Context: an optimization exercise on an open-source flow, tuned for small area and a short achievable clock period. The choices shown serve that exercise and are no tape-out recipe. The RTL was checked by simulation tests, not by an equivalence proof against the original design.

==> flow/design.v, too long to show whole: its modules and the start of the top module <==
// module div: 92 lines
// module srt_sel: 15 lines
// module register: 9 lines
// module regfile: 41 lines
// module shifter: 25 lines
// module alu: 27 lines
// module addsub: 13 lines
// module logic_op: 10 lines
// module muldiv: 14 lines
// module mul: 1744 lines
// module timer: 75 lines
// module edge_detector: 13 lines
// module const_div: 15 lines
// module memory: 39 lines
// module gpio: 39 lines
// module mips: 65 lines
module mips (
	input clk,
	input rst_n,
	output [3:0] LEDR,
	output [31:0] imem_addr,
	input [31:0] imem_rdata,
	output dmem_we,
	output [6:0] dmem_addr,
	output [31:0] dmem_wdata,
	input [31:0] dmem_rdata,
	input [31:0] ioport_in,
	output [31:0] ioport_out,
	output [31:0] ioport_oe
);
  // ...
==> flow/run.sh <==
#!/bin/bash
# synth_recipe.tcl (not shown) runs the flow's synth.tcl, then flattens the netlist and writes it again
# the make line also repeats each setting of config.mk as NAME=value (left out here)
make -C /OpenROAD-flow-scripts/flow DESIGN_CONFIG=/design/flow/config.mk WORK_HOME=/design/flow/orfs CLKGATE_MAP_FILE= SYNTH_SCRIPT=/design/flow/synth_recipe.tcl finish
==> flow/config.mk <==
export PLATFORM = sky130hd
export DESIGN_NAME = mips
export DESIGN_NICKNAME = mips
export VERILOG_FILES = /design/flow/design.v
export SDC_FILE = /design/flow/constraint.sdc
export NUM_CORES = 4
export LEC_CHECK = 0
export CAP_MARGIN = 20
export CORE_MARGIN = 2
export CORE_UTILIZATION = 50
export PLACE_DENSITY = 0.62
export SLEW_MARGIN = 20
==> flow/constraint.sdc <==
create_clock -name core_clock -period 150.0 [get_ports {clk}]
set_input_delay 30.0000 -clock core_clock [delete_from_list [all_inputs] [get_ports {clk}]]
set_output_delay 30.0000 -clock core_clock [all_outputs]
set_load 0.01 [all_outputs]
==> results.py, run 1 <==
metrics = {
    "route": {
        "drt_pass1_iterations": 17,
        "via_count": 156000,
        "vias_per_cell": 6.97,
        "wl_met1_um": 283000,
    },
    "sta": {
        "slew_violations": 0,
        "fin_ws_ps": 41040,
    },
    "cells_and_area": {
        "clock_cell_area_share_pct": 2.72,
        "syn2layout_area_growth_pct": 8.17,
        "largest_reg_flops": 992,
        "utilization_pct": 54.2,
        "fin_cells": 22400,
        "final_common_cell": "fa_1",
    },
    "hold_path": {
        "hold_depth": 0,
    },
    "setup_path": {
        "crit_cells": 281,
        "critPathArrivalTime_ps": 109410,
        "cp-startpoint": "imem_rdata[17]",
        "critPathRequiredTime_ps": 150460,
    },
    "synthesis": {
        "yosys_most_used_dff": "edfxtp_1",
        "synth-compound-area-share_pct": 18.8,
        "synthAdderAreaFrac_pct": 27.3,
        "synth_top_area_share_pct": 19.1,
        "yosys.area.top_type": "fa_1",
    },
    "outcome": {
        "outcome": "finished clean",
    },
    "place": {
        "post-place-ws_ps": 41590,
        "io_buffers": 237,
        "place_hpwl_um": 587000,
    },
    "global_route": {
        "grt_pass1_vias": 151000,
        "grt_use_met2_pct": 66.7,
        "top_usage_layer": "met2",
        "grt_overflow_total": 0,
    },
    "clock_tree": {
        "cts-resized-gates": 0,
        "clock-sinks": 1444,
        "cts_tree": "done",
    },
    "die": {
        "die_area_mm2": 0.351,
        "placementRows": 216,
    },
}
==> module div, before the edit <==
module div (input logic [31:0] a, b, output logic [31:0] q, r);
	wire sa = a[31];
	wire sb = b[31];
	wire bz = ~|b;
	wire [31:0] n = sa ? -a : a;
	wire [31:0] d = sb ? -b : b;
	wire [31:0] d1 = b ^ {32{sb}};
	wire [7:0] nz;                        
	wire [15:0] nlz;                      
	genvar g;
	generate
		for (g = 0; g < 8; g = g + 1) begin : nib
			wire [3:0] v = d1[4*g+3:4*g];
			assign nz[g] = |v;
			assign nlz[2*g+1:2*g] = v[3] ? 2'd0 : v[2] ? 2'd1 : v[1] ? 2'd2 : 2'd3;
		end
	endgenerate
	reg [2:0] nsel;                       
	always_comb begin
		casez (nz)
			8'b1???????: nsel = 3'd0;
			8'b01??????: nsel = 3'd1;
			8'b001?????: nsel = 3'd2;
			8'b0001????: nsel = 3'd3;
			8'b00001???: nsel = 3'd4;
			8'b000001??: nsel = 3'd5;
			8'b0000001?: nsel = 3'd6;
			default:     nsel = 3'd7;
		endcase
	end
	wire [2:0] nidx = 3'd7 - nsel;
	wire [1:0] lzn = nlz[2*nidx +: 2];
	wire [4:0] s1 = {nsel, lzn};          
	wire pow = sb & (d1 == (32'hffffffff >> s1)) & (|d1);
	wire [4:0] s = s1 - {4'b0, pow};
	wire [31:0] dsh = d << s1;            
	wire [31:0] dn = pow ? 32'h80000000 : {1'b1, dsh[30:0]};
	wire [63:0] nn1 = {32'b0, n} << s1;
	wire [63:0] nn = pow ? {1'b0, nn1[63:1]} : nn1;
	logic [33:0] S [0:32];
	logic [33:0] C [0:32];
	logic [32:0] pos, ng;               
	logic [31:0] qp, qn;
	assign S[0] = {2'b00, nn[63:32]};
	assign C[0] = 34'b0;
	assign pos[0] = 1'b1;               
	assign ng[0] = 1'b0;
	wire [4:0] zp = {2'b11, 1'b0, ~dn[30:29]};    
	wire [4:0] zn = {2'b00, 1'b1, dn[30:29]};     
	genvar j;
	generate
		for (j = 0; j < 32; j = j + 1) begin : step
			wire [3:0] est = S[j][33:30] + C[j][33:30];
			wire pos_s = ~est[3];
			wire ng_s = est[3] & ~&est[2:0];
			wire [33:0] x = {S[j][32:0], nn[31-j]};
			wire [33:0] y = {C[j][32:0], pos_s};
			wire [33:0] zf = pos[j] ? {2'b11, ~dn} : ng[j] ? {2'b00, dn} : 34'b0;
			wire [33:0] zs = pos_s ? {2'b11, ~dn} : ng_s ? {2'b00, dn} : 34'b0;
			wire [33:0] z = {zf[33:27], zs[26:0]};
			assign S[j+1] = x ^ y ^ z;
			wire [33:0] cy = (x & y) | (x & z) | (y & z);
			assign C[j+1] = {cy[32:0], 1'b0};
			assign qp[31-j] = (j == 31) ? pos[j] : pos_s;
			assign qn[31-j] = (j == 31) ? ng[j] : ng_s;
			wire [4:0] xt = S[j][32:28];
			wire [4:0] yt = C[j][32:28];
			wire p_p, n_p, p_n, n_n, p_z, n_z;
			srt_sel sel_p(xt, yt, zp, p_p, n_p);
			srt_sel sel_n(xt, yt, zn, p_n, n_n);
			srt_sel sel_z(xt, yt, 5'b0, p_z, n_z);
			assign pos[j+1] = pos[j] ? p_p : ng[j] ? p_n : p_z;
			assign ng[j+1]  = pos[j] ? n_p : ng[j] ? n_n : n_z;
		end
	endgenerate
	wire [33:0] sf = S[32];
	wire [33:0] cf = C[32];
	wire [33:0] a0 = sf + cf;                           
	wire neg = a0[33];
	wire [33:0] a1 = sf + cf + {2'b00, dn};             
	wire [33:0] na0 = ~sf + ~cf + 34'd2;                
	wire [33:0] na1 = ~sf + ~cf + {2'b11, ~dn} + 34'd3;  
	wire [33:0] rs = sa ? (neg ? na1 : na0) : (neg ? a1 : a0);
	wire [33:0] rsh = $signed(rs) >>> s;
	wire qs = sa ^ sb;
	wire [31:0] qx = qs ? qn : qp;
	wire [31:0] qy = qs ? qp : qn;
	wire [31:0] h0 = qx + ~qy + 32'd1;
	wire [31:0] h1 = qx + ~qy + {30'b0, qs, 1'b0};
	assign q = bz ? 32'hffffffff : neg ? h1 : h0;
	assign r = bz ? a : rsh[31:0];
endmodule
==> inputs of run 2 (changes only) <==
--- a/flow/design.v
+++ b/flow/design.v
@@ -6,5 +6,4 @@
 	wire [31:0] n = sa ? -a : a;
 	wire [31:0] d = sb ? -b : b;
-	wire [31:0] d1 = b ^ {32{sb}};
 	wire [7:0] nz;                        
 	wire [15:0] nlz;                      
@@ -12,5 +11,5 @@
 	generate
 		for (g = 0; g < 8; g = g + 1) begin : nib
-			wire [3:0] v = d1[4*g+3:4*g];
+			wire [3:0] v = d[4*g+3:4*g];
 			assign nz[g] = |v;
 			assign nlz[2*g+1:2*g] = v[3] ? 2'd0 : v[2] ? 2'd1 : v[1] ? 2'd2 : 2'd3;
@@ -32,11 +31,8 @@
 	wire [2:0] nidx = 3'd7 - nsel;
 	wire [1:0] lzn = nlz[2*nidx +: 2];
-	wire [4:0] s1 = {nsel, lzn};          
-	wire pow = sb & (d1 == (32'hffffffff >> s1)) & (|d1);
-	wire [4:0] s = s1 - {4'b0, pow};
-	wire [31:0] dsh = d << s1;            
-	wire [31:0] dn = pow ? 32'h80000000 : {1'b1, dsh[30:0]};
-	wire [63:0] nn1 = {32'b0, n} << s1;
-	wire [63:0] nn = pow ? {1'b0, nn1[63:1]} : nn1;
+	wire [4:0] s = {nsel, lzn};
+	wire [31:0] dsh = d << s;
+	wire [31:0] dn = {1'b1, dsh[30:0]};
+	wire [63:0] nn = {32'b0, n} << s;
 	logic [33:0] S [0:32];
 	logic [33:0] C [0:32];
@@ -87,7 +83,14 @@
 	wire [31:0] qx = qs ? qn : qp;
 	wire [31:0] qy = qs ? qp : qn;
-	wire [31:0] h0 = qx + ~qy + 32'd1;
-	wire [31:0] h1 = qx + ~qy + {30'b0, qs, 1'b0};
-	assign q = bz ? 32'hffffffff : neg ? h1 : h0;
+	wire [23:0] u0 = qx[31:8] + ~qy[31:8];
+	wire [23:0] u1 = qx[31:8] + ~qy[31:8] + 24'd1;
+	wire [23:0] u2 = qx[31:8] + ~qy[31:8] + 24'd2;
+	wire [9:0] l0 = {2'b0, qx[7:0]} + {2'b0, ~qy[7:0]};
+	wire [9:0] l1 = {2'b0, qx[7:0]} + {2'b0, ~qy[7:0]} + 10'd1;
+	wire [9:0] l2 = {2'b0, qx[7:0]} + {2'b0, ~qy[7:0]} + 10'd2;
+	wire [31:0] q0 = {l0[8] ? u1 : u0, l0[7:0]};
+	wire [31:0] q1 = {l1[8] ? u1 : u0, l1[7:0]};
+	wire [31:0] q2 = {l2[9] ? u2 : l2[8] ? u1 : u0, l2[7:0]};
+	assign q = bz ? 32'hffffffff : neg ? (qs ? q2 : q0) : q1;
 	assign r = bz ? a : rsh[31:0];
 endmodule
==> run 2 against run 1 <==
Net effect: critical endpoint is now register_file.r[11].q[17]; register-to-register slack worse by 2500 ps; non-clock buffer count up 11; hold slack better by 7.1 ps; highest routed layer unchanged; design area fell by 1.8%.
==> results.py, run 2 <==
metrics = {
    "outcome": {
        "outcome": "finished clean",
    },
    "sta": {
        "fmax_mhz": 8.96,
        "timing.final.crit_share_pct": 74.4,
        "tightest_slew_ps": 1260,
        "finalSetupTns_ps": 0,
        "setup_violations": 0,
        "slew_headroom_pct": 16.0,
        "timing.final.crit_period_ps": 111590,
        "hold_viol": 0,
        "slew_violations": 0,
        "rsz0062_at_grt": "false",
        "clock_skew_ps": 86.4,
    },
    "route": {
        "vias_per_cell": 6.93,
        "wire_per_inst_um": 35.8,
        "drt-total-wl_um": 805000,
        "via_count": 156000,
        "ant_nets": 0,
        "drtIter0Drc": 25300,
        "drt_pass1_iterations": 12,
        "drc_errors": 0,
    },
    "die": {
        "io_pins": 238,
        "die_y_um": 589,
        "die_area_mm2": 0.346,
        "coreArea_mm2": 0.340,
        "die_w_um": 589,
        "placementRows": 214,
        "start_util_pct": 50.3,
    },
    "setup_path": {
        "cp_max_fo": 70,
        "crit_path_max_incr_delay_ps": 1040,
        "slowest_stage": "or4_1",
        "critPathArrivalTime_ps": 112030,
        "crit_type": "input port to flip-flop",
        "critPathRequiredTime_ps": 150440,
        "worst_path_most_repeated_cell": "a21oi_1",
        "worstSetupStartpointType": "input port",
        "end_kind": "flip-flop",
    },
    "synthesis": {
        "syn-instance-count": 18300,
        "syn-cell-area_mm2": 0.171,
        "ys_top_cells_by_count": "fa_1, inv_1, a21oi_1",
        "synthAdderAreaFrac_pct": 27.3,
        "syn_avg_cell_area_um2": 9.35,
        "synth-xor-area-share_pct": 6.68,
        "synthArstFlopShare_pct": 31.0,
        "synth.area.mux_share_pct": 4.53,
        "yosys.cell_types.count": 144,
        "synth-compound-area-share_pct": 20.2,
        "synth_top_area_share_pct": 19.0,
        "ys_ff_latch": 1444,
        "yosys.area.top_type": "fa_1",
        "yosys-top-cells-area": "fa_1, edfxtp_1, ha_1",
        "synth-simple-area-share_pct": 10.5,
        "yosys_most_used_dff": "edfxtp_1",
        "synth-edff-count": 992,
        "ys_seq_area_share_pct": 24.0,
        "synth.most_common_cell": "fa_1",
        "yosysWarnings": 14,
        "synth_top_family_by_area": "adder cells",
    },
    "cells_and_area": {
        "nNetsFinal": 20700,
        "largest_reg_flops": 992,
        "drive_above_1_share_pct": 8.63,
        "syn2layout_area_growth_pct": 7.62,
        "regMostFlops": "register_file.r.q",
        "layout_common_cells": "fa_1, inv_1, a21oi_1, nor2_1, ha_1",
        "utilization_pct": 54.1,
        "n_fill_cell": 31000,
        "final_common_cell": "fa_1",
    },
    "clock_tree": {
        "clk-insertion-delay-late_ps": 810,
        "ctsHoldBuffers": 0,
        "numCtsBuffers": 120,
        "clockBufferDepth": 3,
        "clock-sinks": 1444,
        "cts_tree": "done",
        "ctsHtreeMaxLevel": 3,
        "cts-resized-gates": 0,
        "cts-root-buf": "clkbuf_16",
        "clk_pin_slew_ps": 70,
        "cts_setup_buffers": 0,
    },
    "global_route": {
        "grt_start_max_net_pins": 109,
        "grt_pass1_wl_um": 1130000,
        "grt_pass1_vias": 151000,
        "antenna_found_initial": 71,
        "grt_usage_pct": 45.4,
        "grt_overflow_total": 0,
    },
    "place": {
        "io_buffers": 237,
        "place_hpwl_um": 572000,
        "routabilityCongestion": 1.07,
    },
    "hold_path": {
        "hp-class": "flip-flop to flip-flop",
    },
    "run": {
        "maxCapViolations": 0,
    },
}
## run 2: per-layer routing
metal	GRT usage [%]	vias to the layer above	part of all wire, %
li1	-	63900	-
met1	55.6	76200	35
met2	65.6	12400	41
met3	16.9	3497	14
met4	33.1	65	9.3
met5	0.493	-	0.087
## run 2: logic make-up after synthesis
group	Yosys count
compound gates	5170
xor+xnor	1298
fa+ha+maj	2751
buf+inv	3023
flops	1444
mux	677
other cells	1
simple gates	3918
## run 2: per-stage QoR
| stage | hold slack [ps] | instances | instance area (µm²) | setup slack [ps] |
|---|---|---|---|---|
| global placement | 333 | 22200 | 179000 | 38340 |
| floorplan | 331 | 18300 | 171000 | 54470 |
| global route | 359 | 22500 | 184000 | 33780 |
| CTS | 352 | 22400 | 184000 | 40070 |
| finish | 342 | 22500 | 184000 | 38410 |
| detailed placement | 336 | 22200 | 179000 | 39440 |
## run 2: layout make-up
type | count | area, µm² | area share [%]
diodes | 55 | 138 | 0.0748
flip-flops and latches | 1444 | 41100 | 22.3
repair buffers | 826 | 6880 | 3.74
clock inverters | 88 | 1070 | 0.583
well taps | 4536 | 5680 | 3.09
inverters | 1599 | 6030 | 3.28
multi-input cells | 13800 | 120000 | 65.2
clock buffers | 136 | 3140 | 1.71
## run 2: worst max-delay path, delay by kind of cell
family	cells	cell delay, ps
multiplexers	9	2540
adder cells (fa/ha/maj)	50	22280
AO/OA/AOI/OAI	123	29510
buffers and inverters	35	8290
XOR/XNOR	17	4510
AND/OR/NAND/NOR	59	14530
## run 2: path summary, 6_finish.rpt
| check | slack [ps] | from | endpoint | cells after the start |
|---|---|---|---|---|
| max | 38410 | imem_rdata[20] | register_file.r[11].q[17] | 293 |
| max in group asynchronous | 118380 | rst_n | ram.timer1.TCCR[2] | 3 |
| min in group asynchronous | 29250 | rst_n | ram.timer1.OCRB[13] | 1 |
| max reg2reg | 68230 | register_file.valid[20] | register_file.r[11].q[17] | 292 |
| min reg2reg | 340 | ram.gpio1.ibuffer[4] | ram.gpio1.pin[4] | 0 |
| min | 340 | ram.gpio1.ibuffer[4] | ram.gpio1.pin[4] | 0 |

[re-timing with driven ports]
In the flow no input, the clock included, has a driving cell. The finished layouts below were timed again as built, in two steps. Step 1, drivers: a clkbuf_16 drives clk and a buf_2 each remaining input, both assumed. Step 2 moves the port delays by t, midway between the first and last clock arrival at a register: inputs arrive t later, outputs are due t later. That takes back most of the time a late clock gives input paths. a / b / c = ideal / step 1 / step 2; a / b = the first two.
run	shift t [ns]	setup slack, ns	worst hold slack (ns)	slew at the worst register clock pin (ns)
run 1	0.922	41.043 / 41.100 / 40.178	0.335 / 0.335 / 0.335	0.09 / 0.09
run 2	0.854	38.407 / 38.299 / 37.445	0.342 / 0.342 / 0.342	0.08 / 0.08
After both steps setup and hold are still met in every run listed. The setup slack of run 2, which loses most, moves by -0.108 ns with the drivers and by -0.962 ns with both steps.
